Context: an optimization exercise on an open-source flow, tuned for small area, a short achievable clock period and few clock cycles. The choices shown serve that exercise and are no tape-out recipe.
Function was checked by simulation only, so behaviour that the tests miss may differ from the original.

[flow/run.sh]
#!/bin/bash
# synth_recipe.tcl (not shown) runs the flow's synth.tcl, then flattens the netlist and writes it again
# the make line also repeats each setting of config.mk as NAME=value (left out here)
make -C /OpenROAD-flow-scripts/flow DESIGN_CONFIG=/design/flow/config.mk WORK_HOME=/design/flow/orfs CLKGATE_MAP_FILE= SYNTH_SCRIPT=/design/flow/synth_recipe.tcl finish
[flow/config.mk]
export PLATFORM = sky130hd
export DESIGN_NAME = xxh32_calc_v2
export DESIGN_NICKNAME = xxh32_calc_v2
export VERILOG_FILES = /design/flow/design.v
export SDC_FILE = /design/flow/constraint.sdc
export NUM_CORES = 4
export LEC_CHECK = 0
export CAP_MARGIN = 20
export CORE_MARGIN = 2
export CORE_UTILIZATION = 40
export PLACE_DENSITY = 0.6
export SLEW_MARGIN = 20
[flow/constraint.sdc]
create_clock -name core_clock -period 13.0 [get_ports {clk}]
set_input_delay 2.6000 -clock core_clock [delete_from_list [all_inputs] [get_ports {clk}]]
set_output_delay 2.6000 -clock core_clock [all_outputs]
set_load 0.01 [all_outputs]
[flow/design.v]
`timescale 1ns / 1ps
module xxh32_mul(
input  wire        clk,
input  wire        sclr,
input  wire [31:0] a,
input  wire [31:0] b,
output reg  [63:0] p
);
always @(posedge clk)
begin
	if(sclr)
		p <= 64'b0;
	else
		p <= a * b;
end
endmodule
module fifo_16x32b(
input  wire        clk,
input  wire        rst,
input  wire [31:0] din,
input  wire        wr_en,
input  wire        rd_en,
output wire [31:0] dout,
output wire        full,
output wire        empty,
output wire        valid,
output wire [3:0]  data_count
);
reg [31:0] mem [0:15];
reg [3:0]  wp, rp;
reg [4:0]  cnt;
wire do_rd = rd_en && (cnt != 5'd0);
wire do_wr = wr_en && (cnt != 5'd16);
always @(posedge clk)
begin
	if(rst)
	begin
		wp  <= 4'd0;
		rp  <= 4'd0;
		cnt <= 5'd0;
	end
	else
	begin
		if(do_wr) wp <= wp + 4'd1;
		if(do_rd) rp <= rp + 4'd1;
		cnt <= cnt + {4'd0,do_wr} - {4'd0,do_rd};
	end
end
always @(posedge clk)
	if(do_wr) mem[wp] <= din;
assign dout       = mem[rp];
assign empty      = (cnt == 5'd0);
assign full       = (cnt == 5'd16);
assign valid      = !empty;
assign data_count = cnt[3:0];
endmodule
`timescale 1ns / 1ps
module xxh32_calc_v2(
input	wire				clk,
input wire				rstN,
input wire				compress_start,
input wire				compress_done,
input wire	[31:0]	length,
input wire				length_valid,
input wire	[31:0]	data,
input wire				data_valid,
output reg	[31:0]	digest,
output reg				digest_valid
);
parameter		PRIME32_1  = 32'd2654435761;
parameter		PRIME32_2  = 32'd2246822519;
parameter		PRIME32_3  = 32'd3266489917;
parameter		PRIME32_4  = 32'd668265263;
parameter		PRIME32_5  = 32'd374761393;
parameter		IDLE					=	4'h0	;
parameter		XXH32_RESET			=	4'h1	;
parameter		XXH32_UPDATE_WAIT	=	4'h2	;
parameter		XXH32_UPDATE		=	4'h3	;
parameter		XXH32_UPDATE_END	=	4'h4	;
parameter		XXH32_DIGEST_WAIT	=	4'h5	;
parameter		XXH32_DIGEST_INIT	=	4'h6	;
parameter		XXH32_DIGEST_DW	=	4'h7	;
parameter		XXH32_DIGEST_BYTE	=	4'h8	;
parameter		XXH32_DIGEST_END1	=	4'h9	;
parameter		XXH32_DIGEST_END2	=	4'hA	;
parameter		XXH32_DONE			=	4'hB	;
parameter		XXH32_DIGEST_LAST	=	4'hC	;
reg	[3:0]		current_state,next_state;
reg	[31:0]	state_v1,state_v2,state_v3,state_v4;
reg	[31:0]	temp_v1,temp_v2,temp_v3,temp_v4;
reg				v1_valid,v2_valid,v3_valid,v4_valid;
wire	[31:0]	mul_vi;
reg	[31:0]	digest_temp;
wire	[63:0]	mul_vi_temp,mul_digest,update_vi_temp;
reg	[31:0]	update_coe1;
wire	[31:0]	update_coe2;
reg	[31:0]	digest_coe;
reg	[31:0]	update_temp;
wire	[31:0]	update_vi;
reg	[31:0]	mul_data;
reg				update_wait;
reg	[31:0]	data_reg;
reg				compress_start_d1;
reg	[31:0]	proc_cnt;
reg	[1:0]		vi_cnt,vi_cnt_d1;
reg				vi_updating;
reg	[31:0]	h32,h32_reg;
reg				h32_valid;
reg	[31:0]	length_reg;
reg	[3:0]		remain;
reg	[3:0]		remain_next;
reg	[1:0]		byte_idx;
reg				s2_valid,s2_byte;
reg				issue_valid,issue_byte;
reg				h_first,h_first_next;
wire	[31:0]	h_cur;
reg	[31:0]	data_d1;
reg				data_valid_d1,data_valid_d2;
wire				fifo_valid,fifo_empty;
reg				fifo_wr,fifo_rd;
wire	[31:0]	fifo_data;
wire	[3:0]		data_count;
function	[31:0] ROTL32_13;
	input	[31:0] data_in;
	ROTL32_13	=	(data_in << 13) | (data_in >> 19);
endfunction
function	[31:0] ROTL32_1;
	input	[31:0] data_in;
	ROTL32_1	=	(data_in << 1) | (data_in >> 31);
endfunction
function	[31:0] ROTL32_7;
	input	[31:0] data_in;
	ROTL32_7	=	(data_in << 7) | (data_in >> 25);
endfunction
function	[31:0] ROTL32_12;
	input	[31:0] data_in;
	ROTL32_12	=	(data_in << 12) | (data_in >> 20);
endfunction
function	[31:0] ROTL32_18;
	input	[31:0] data_in;
	ROTL32_18	=	(data_in << 18) | (data_in >> 14);
endfunction
function	[31:0] ROTL32_17;
	input	[31:0] data_in;
	ROTL32_17	=	(data_in << 17) | (data_in >> 15);
endfunction
function	[31:0] ROTL32_11;
	input	[31:0] data_in;
	ROTL32_11	=	(data_in << 11) | (data_in >> 21);
endfunction
function	[31:0] COMPLEMENT32;
	input	[31:0] data_in;
	COMPLEMENT32	=	(~data_in) + 32'h1;
endfunction
assign		update_coe2	=	(vi_updating || update_wait) ? PRIME32_1 : 32'b0;
assign		mul_vi	=	mul_vi_temp[31:0];
assign		update_vi=	update_vi_temp[31:0];
assign		h_cur		=	h_first ? h32_reg : mul_digest[31:0];
assign		fifo_empty	=	(data_count>4'b0) ? 1'b0 : 1'b1;
always @ (posedge clk or negedge rstN)
begin
	if(!rstN)
	begin
		current_state	<=	IDLE;
	end
	else
	begin
		current_state	<=	next_state;
	end
end
always @ (posedge clk or negedge rstN)
begin
	if(!rstN)
	begin
		compress_start_d1	<=	1'b0;
	end
	else
	begin
		compress_start_d1	<=	compress_start;
	end
end
always @ (posedge clk or negedge rstN)
begin
	if(!rstN)
	begin
		state_v1	<=	32'b0;
		state_v2	<=	32'b0;
		state_v3	<=	32'b0;
		state_v4	<=	32'b0;
	end
	else
	begin
		if(v1_valid)
			state_v1	<=	temp_v1;
		if(v2_valid)
			state_v2	<=	temp_v2;
		if(v3_valid)
			state_v3	<=	temp_v3;
		if(v4_valid)
			state_v4	<=	temp_v4;
	end
end
always @ (posedge clk or negedge rstN)
begin
	if(!rstN)
	begin
		proc_cnt		<=	32'b0;
		length_reg	<=	32'b0;
	end
	else
	begin
		if(length_valid)
		begin
			proc_cnt		<=	32'b0;
			length_reg	<=	length;
		end
		else if(vi_updating)
		begin
			proc_cnt		<=	proc_cnt + 32'd4;
		end
	end
end
always @ (posedge clk or negedge rstN)
begin
	if(!rstN)
	begin
		vi_cnt	<=	2'b0;
		vi_cnt_d1<=	2'b0;
	end
	else
	begin
		if(vi_updating)
		begin
			vi_cnt_d1	<=	vi_cnt;
			vi_cnt		<=	vi_cnt + 1'b1;
		end
	end
end
always @ (posedge clk or negedge rstN)
begin
	if(!rstN)
	begin
		h32_reg	<=	32'b0;
	end
	else
	begin
		if(h32_valid)
			h32_reg	<=	h32;
	end
end
always @ (posedge clk or negedge rstN)
begin
	if(!rstN)
	begin
		data_d1			<=	32'b0;
		data_valid_d2	<=	1'b0;
		data_valid_d1	<=	1'b0;
	end
	else
	begin
		data_valid_d2	<=	data_valid_d1;
		data_valid_d1	<=	data_valid;
		if(data_valid)
			data_d1	<=	data;
	end
end
always @ (posedge clk or negedge rstN)
begin
	if(!rstN)
	begin
		data_reg	<=	32'b0;
	end
	else
	begin
		if(data_valid)
			data_reg	<=	data;
	end
end
always @ (posedge clk or negedge rstN)
begin
	if(!rstN)
	begin
		remain	<=	4'b0;
		byte_idx	<=	2'b0;
		s2_valid	<=	1'b0;
		s2_byte	<=	1'b0;
		h_first	<=	1'b1;
	end
	else
	begin
		remain	<=	remain_next;
		s2_valid	<=	issue_valid;
		s2_byte	<=	issue_byte;
		h_first	<=	h_first_next;
		if(current_state == XXH32_DIGEST_BYTE)
			byte_idx	<=	byte_idx + 1'b1;
		else
			byte_idx	<=	2'b0;
	end
end
always@ (*)
begin
	case(current_state)
	IDLE					:	begin
									if({compress_start_d1,compress_start}==2'b01)
										next_state	=	XXH32_RESET;
									else
										next_state	=	IDLE;
								end
	XXH32_RESET			:	begin
									if(data_valid)
										next_state	=	XXH32_UPDATE;
									else
										next_state	=	XXH32_UPDATE_WAIT;
								end
	XXH32_UPDATE_WAIT	:	begin
									if(data_valid)
										next_state	=	XXH32_UPDATE;
									else
										next_state	=	XXH32_UPDATE_WAIT;
								end
	XXH32_UPDATE		:	begin
									if(((proc_cnt + 32'd20) > length_reg)&&(vi_cnt==2'b11))
										next_state	=	XXH32_UPDATE_END;
									else if(data_valid)
										next_state	=	XXH32_UPDATE;
									else
										next_state	=	XXH32_UPDATE_WAIT;
								end
	XXH32_UPDATE_END	:	begin
									next_state	=	XXH32_DIGEST_WAIT;
								end
	XXH32_DIGEST_WAIT	:	begin
									if((proc_cnt+{26'b0,data_count,2'b0}) < length_reg)
										next_state	=	XXH32_DIGEST_WAIT;
									else
										next_state	=	XXH32_DIGEST_INIT;
								end
	XXH32_DIGEST_INIT	:	begin
									if(remain >= 4'h4)
										next_state	=	XXH32_DIGEST_DW;
									else if(remain != 4'h0)
										next_state	=	XXH32_DIGEST_BYTE;
									else
										next_state	=	XXH32_DIGEST_END1;
								end
	XXH32_DIGEST_DW	:	begin
									if(remain >= 4'h8)
										next_state	=	XXH32_DIGEST_DW;
									else if(remain != 4'h4)
										next_state	=	XXH32_DIGEST_BYTE;
									else
										next_state	=	XXH32_DIGEST_LAST;
								end
	XXH32_DIGEST_BYTE	:	begin
									if(remain != 4'h1)
										next_state	=	XXH32_DIGEST_BYTE;
									else
										next_state	=	XXH32_DIGEST_LAST;
								end
	XXH32_DIGEST_LAST	:	begin
									next_state	=	XXH32_DIGEST_END1;
								end
	XXH32_DIGEST_END1	:	begin
									next_state	=	XXH32_DIGEST_END2;
								end
	XXH32_DIGEST_END2	:	begin
									next_state	=	XXH32_DONE;
								end
	XXH32_DONE			:	begin
									next_state	=	IDLE;
								end
	default				:	begin
									next_state	=	IDLE;
								end
	endcase
end
always@ (*)
begin
	case(vi_cnt)
	2'b00		:	update_temp	=	ROTL32_13(mul_vi + state_v1);
	2'b01		:	update_temp	=	ROTL32_13(mul_vi + state_v2);
	2'b10		:	update_temp	=	ROTL32_13(mul_vi + state_v3);
	default	:	update_temp	=	ROTL32_13(mul_vi + state_v4);
	endcase
end
always@ (*)
begin
	fifo_wr		=	1'b0;
	fifo_rd		=	1'b0;
	temp_v1		=	32'b0;
	temp_v2		=	32'b0;
	temp_v3		=	32'b0;
	temp_v4		=	32'b0;
	v1_valid		=	1'b0;
	v2_valid		=	1'b0;
	v3_valid		=	1'b0;
	v4_valid		=	1'b0;
	vi_updating	=	1'b0;
	update_wait	=	1'b0;
	h32			=	32'b0;
	h32_valid	=	1'b0;
	digest_temp	=	32'b0;
	digest_coe	=	PRIME32_4;
	update_coe1	=	PRIME32_2;
	mul_data		=	data_valid ? data : data_reg;
	digest		=	32'b0;
	digest_valid=	1'b0;
	remain_next	=	remain;
	issue_valid	=	1'b0;
	issue_byte	=	1'b0;
	h_first_next=	h_first;
	if(((current_state == XXH32_UPDATE_WAIT) || (current_state == XXH32_UPDATE)) ? data_valid_d2 : (current_state == XXH32_UPDATE_END))
	begin
		case(vi_cnt_d1)
		2'b00		:	begin
							temp_v1	=	update_vi;
							v1_valid	=	1'b1;
						end
		2'b01		:	begin
							temp_v2	=	update_vi;
							v2_valid	=	1'b1;
						end
		2'b10		:	begin
							temp_v3	=	update_vi;
							v3_valid	=	1'b1;
						end
		default	:	begin
							temp_v4	=	update_vi;
							v4_valid	=	1'b1;
						end
		endcase
	end
	if(s2_valid)
	begin
		if(s2_byte)
		begin
			digest_temp	=	ROTL32_11(h_cur + mul_vi);
			digest_coe	=	PRIME32_1;
		end
		else
		begin
			digest_temp	=	ROTL32_17(h_cur + mul_vi);
			digest_coe	=	PRIME32_4;
		end
		h_first_next	=	1'b0;
	end
	case(current_state)
	XXH32_RESET			:	begin
									temp_v1		=	PRIME32_1 + PRIME32_2;
									temp_v2		=	PRIME32_2;
									temp_v3		=	32'b0;
									temp_v4		=	COMPLEMENT32(PRIME32_1);
									v1_valid		=	1'b1;
									v2_valid		=	1'b1;
									v3_valid		=	1'b1;
									v4_valid		=	1'b1;
								end
	XXH32_UPDATE_WAIT	:	begin
									update_wait	=	1'b1;
								end
	XXH32_UPDATE		:	begin
									vi_updating	=	1'b1;
									if(!data_valid)
										update_wait	=	1'b1;
								end
	XXH32_UPDATE_END	:	begin
									if(data_valid_d1)
										fifo_wr		=	1'b1;
								end
	XXH32_DIGEST_WAIT	:	begin
									if(data_valid_d1)
										fifo_wr		=	1'b1;
									remain_next	=	length_reg[3:0] - proc_cnt[3:0];
								end
	XXH32_DIGEST_INIT	:	begin
									h32			=	ROTL32_1(state_v1) + ROTL32_7(state_v2)
													 + ROTL32_12(state_v3) + ROTL32_18(state_v4)
													 + length_reg;
									h32_valid	=	1'b1;
									h_first_next=	1'b1;
								end
	XXH32_DIGEST_DW	:	begin
									fifo_rd		=	1'b1;
									mul_data		=	fifo_data;
									update_coe1	=	PRIME32_3;
									issue_valid	=	1'b1;
									remain_next	=	remain - 4'h4;
								end
	XXH32_DIGEST_BYTE	:	begin
									case(byte_idx)
									2'b00		:	mul_data	=	{fifo_data[31:24],24'b0};
									2'b01		:	mul_data	=	{fifo_data[23:16],24'b0};
									2'b10		:	mul_data	=	{fifo_data[15:8],24'b0};
									default	:	mul_data	=	{fifo_data[7:0],24'b0};
									endcase
									if(remain == 4'h1)
										fifo_rd	=	1'b1;
									update_coe1	=	PRIME32_5;
									issue_valid	=	1'b1;
									issue_byte	=	1'b1;
									remain_next	=	remain - 4'h1;
								end
	XXH32_DIGEST_END1	:	begin
									h32			=	h_cur ^ (h_cur >> 15);
									digest_temp	=	h32;
									digest_coe	=	PRIME32_2;
								end
	XXH32_DIGEST_END2	:	begin
									h32			=	mul_digest[31:0] ^ (mul_digest[31:0]>>13);
									digest_temp	=	h32;
									digest_coe	=	PRIME32_3;
								end
	XXH32_DONE			:	begin
									digest		=	mul_digest[31:0] ^ (mul_digest[31:0]>>16);
									digest_valid=	1'b1;
								end
	default				:	begin
								end
	endcase
end
xxh32_mul vi_mul1
(
  .clk		(clk),
  .sclr		(~rstN),
  .a			(update_coe1),
  .b			({mul_data[7:0],mul_data[15:8],mul_data[23:16],mul_data[31:24]}),
  .p			(mul_vi_temp)
);
xxh32_mul vi_mul2
(
  .clk		(clk),
  .sclr		(~rstN),
  .a			(update_coe2),
  .b			(update_temp),
  .p			(update_vi_temp)
);
xxh32_mul digest_mul
(
  .clk		(clk),
  .sclr		(~rstN),
  .a			(digest_coe),
  .b			(digest_temp),
  .p			(mul_digest)
);
fifo_16x32b	U_digest_fifo
(
  .clk			(clk),
  .rst			(~rstN),
  .din			(data_d1),
  .wr_en			(fifo_wr),
  .rd_en			(fifo_rd),
  .dout			(fifo_data),
  .full			(),
  .empty			(),
  .valid			(fifo_valid),
  .data_count	(data_count)
);
endmodule
==> flow_summary.json <==
{
  "postLayoutCoreUtil_pct": 44.4,
  "crit_top_cell": "fa_1",
  "worstSetupEndpointType": "register",
  "drt-total-wl_mm": 283,
  "cp.required_ns": 13.63,
  "core_region_area_mm2": 0.212,
  "synthMuxAreaShare_pct": 4.97,
  "cts_max_path_buffers": 3,
  "routed_vias": 59642,
  "synth_area_leader_cell": "fa_1",
  "worst-r2r-setup-slack_ns": 0.61,
  "setup.worst_path.start_class": "register",
  "rows": 169,
  "first_iter_violations": 5474,
  "finalSetupTns_ns": 0,
  "drt_drc_violations_left": 0,
  "yosys_most_used_dff": "edfxtp_1",
  "cp.arrival_ns": 13.02,
  "cp_slowest_cell": "dfstp_2",
  "worstReg2RegEnd": "digest_mul.p[31]$_SDFF_PN0_",
  "synth.yosys.seq_area_share_pct": 29.6,
  "fin_nets": 10058,
  "clock_tree_from_tritoncts": "built",
  "synth.lib_cells_used.distinct": 93,
  "groute.usage.overall_pct": 26.3,
  "gate_count_after_technology_mapping": 8000,
  "crit_path_max_incr_delay_ns": 0.68,
  "path_max_fanout": 9,
  "rsz0062_at_grt": "false",
  "gr-total-overflow": 0,
  "syn_to_final_growth_pct": 10.3,
  "timing.final.crit_period_ns": 12.39,
  "cp_top_family": "adder cells",
  "design.die.area_mm2": 0.218,
  "final.period_utilization_pct": 95.3,
  "timing.hold.worst_path_depth": 0,
  "max_clock_freq_mhz": 80.7,
  "setup_viol_count_final": 0,
  "hold_path_end": "data_valid_d2$_DFF_PN0_",
  "htree_levels": 3,
  "drt.antenna.violating_nets": 0,
  "clock-skew-final_ns": 0.0510,
  "synth_compound_area_share_pct": 7.87,
  "main_combinational_cell_family_by_area_after_synthesis": "adder cells",
  "detailedRoute.firstPassIterationCount": 7,
  "clock_insertion_delay_worst_skew_ns": 0.75,
  "ys_top_cells_by_area": "fa_1 (25%), edfxtp_1 (18%), ha_1 (11%), dfrtp_1 (8.9%), inv_1 (6.8%)",
  "number_of_sinks_on_the_clock_net": 931,
  "regMostFlops": "U_digest_fifo.mem",
  "grt_antenna_before_repair": 7,
  "worst-r2r-cell-count": 48,
  "via_count_of_the_first_global_routing_pass": 61967,
  "yosysMostFrequentCell": "inv_1",
  "yosys_warnings": 3,
  "synthAdderAreaFrac_pct": 35.7,
  "rr_startpoint": "h_first$_DFFE_PN1P_",
  "flip_flop_count_of_the_largest_register_after_layout": 512,
  "ios": 103,
  "report.final.slew_viol_count": 0,
  "buffer_cell_driving_the_clock_tree_root": "clkbuf_16",
  "floorplan.die.width_um": 466,
  "fill_cells": 20180,
  "post_drt_via_cell_ratio": 5.38,
  "synth_edf_count": 512,
  "ys_top_cells_by_count": "inv_1 (1549), fa_1 (1069), nand2_1 (742)",
  "post_synth_and_or_nand_nor_area_fraction_pct": 8.71,
  "worstHoldPathType": "reg2reg",
  "yosys.area.top_type_share_pct": 25.0,
  "grt_max_degree": 120,
  "drive_above_1_share_pct": 7.21,
  "run_status": "finished clean",
  "clk_transition_reported_paths_ns": 0.07,
  "cap_violations": 0,
  "port_buffers": 101,
  "post-dp-hpwl_mm": 229,
  "cp.buffers_inverters": 9,
  "grt_pass1_wl_mm": 419,
  "timing_worst_setup_path_type": "reg2reg",
  "synth_async_sr_flop_share_pct": 32.9,
  "drt-wirelength-per-cell_um": 25.5,
  "syn_area_mm2": 0.0855,
  "min-delay-start": "data_valid_d1$_DFF_PN0_",
  "cts.hold.buffers_added": 0,
  "worst_pin_slew_ns": 1.15,
  "gp_congestion": 1.00,
  "final_hold_viol_count": 0,
  "synth-xor-area-share_pct": 5.32,
  "n_antenna_cell": 0,
  "tritoncts_buffers": 96,
  "die-height_um": 466,
  "start_util_pct": 40.3,
  "synth_area_per_cell_um2": 10.7,
  "synth_seq_cells": 931,
  "timing.slew.headroom_pct": 23.0
}
## what timing repair did
action                                  CTS  global route
endpoints found under the setup margin    0             2
resized for setup                         0            12
setup buffers                             0             0
## cell usage in the layout (no fill, tap or decap), drive strengths merged, types with 113 or more instances in the layout
cell type | Yosys | final
inv | 1549 | 1553
fa | 1069 | 1069
nand2 | 743 | 743
ha | 732 | 732
edfxtp | 512 | 512
nor2 | 422 | 422
a21oi | 389 | 389
xnor2 | 331 | 331
dfrtp | 305 | 305
o21ai | 282 | 282
buf | 45 | 172
mux4 | 160 | 160
xor2 | 160 | 160
clkbuf | 173 | 131
dfxtp | 113 | 113
## kinds of logic after synthesis
| group | after synthesis |
|---|---|
| simple gates | 1676 |
| buf+inv | 1771 |
| compound gates | 1096 |
| fa+ha+maj | 1801 |
| flops | 931 |
| other cells | 2 |
| mux | 222 |
| xor+xnor | 501 |
## per-stage QoR
step,std cells,hold WS (ns),instance area [µm²],setup slack (ns)
2_1_floorplan,8036,0.354,85700,0.711
3_5_place_dp,10908,0.365,90900,0.412
4_1_cts,11088,0.379,94300,0.375
3_3_place_gp,10907,0.359,90900,0.473
6_report,11090,0.374,94300,0.609
5_1_grt,11090,0.395,94300,0.0113
## how the worst max path moves through the flow
stage,startpoint,to,slack [ns],cells after the start
after global placement,h_first$_DFFE_PN1P_,digest_mul.p[31]$_SDFF_PN0_,0.47,42
after detailed placement,h_first$_DFFE_PN1P_,digest_mul.p[31]$_SDFF_PN0_,0.41,42
after CTS,h_first$_DFFE_PN1P_,digest_mul.p[31]$_SDFF_PN0_,0.38,42
after global routing,h_first$_DFFE_PN1P_,digest_mul.p[31]$_SDFF_PN0_,0.01,52
after floorplan,h_first$_DFFE_PN1P_,digest_mul.p[31]$_SDFF_PN0_,0.71,48
final,h_first$_DFFE_PN1P_,digest_mul.p[31]$_SDFF_PN0_,0.61,48
## routing by layer
layer	track usage, %	wire length (µm)	vias to the layer above
li1	-	-	26408
met1	36.2	121000	30636
met2	42.3	131000	2148
met3	4.07	19500	442
met4	9.41	12000	8
met5	0	47	-
## cell type report
class	instances	area, µm²	area share [%]
sequential	931	25300	26.8
timing repair buffer	271	2380	2.53
inverter	1553	5830	6.18
clock buffer	130	2650	2.81
multi-input combinational	5334	53900	57.1
clock inverter	50	729	0.773
tap	2821	3530	3.74
Testbench counts, summed over its fixed seeds: cycles 40,435.

[port drivers added, routing unchanged]
The results above use ideal ports. As a check the final layout listed here was re-extracted and re-timed, cells and wires unchanged.
Step 1 (the two cells are an assumption about what drives the block):
set clk [get_ports {clk}]
set_driving_cell -lib_cell sky130_fd_sc_hd__clkbuf_16 $clk
set_driving_cell -lib_cell sky130_fd_sc_hd__buf_2 [delete_from_list [all_inputs] $clk]
Step 2, shift: input delay + t, output delay - t, t = (earliest + latest rising clock arrival at the registers) / 2. This alone moves slack from input paths to output paths.
a / b / c = no drivers / after step 1 / after step 2; a / b = the first two.
t, ns: 0.815
setup WS [ns]: 0.609 / 0.609 / 0.609
slew at the worst register clock pin (ns): 0.08 / 0.08
worst slew at a driven data input, ns: 0.07
After both steps setup and hold are still met in this run. The setup slack of this run moves by 0.000 ns with the drivers and by 0.000 ns with both steps.
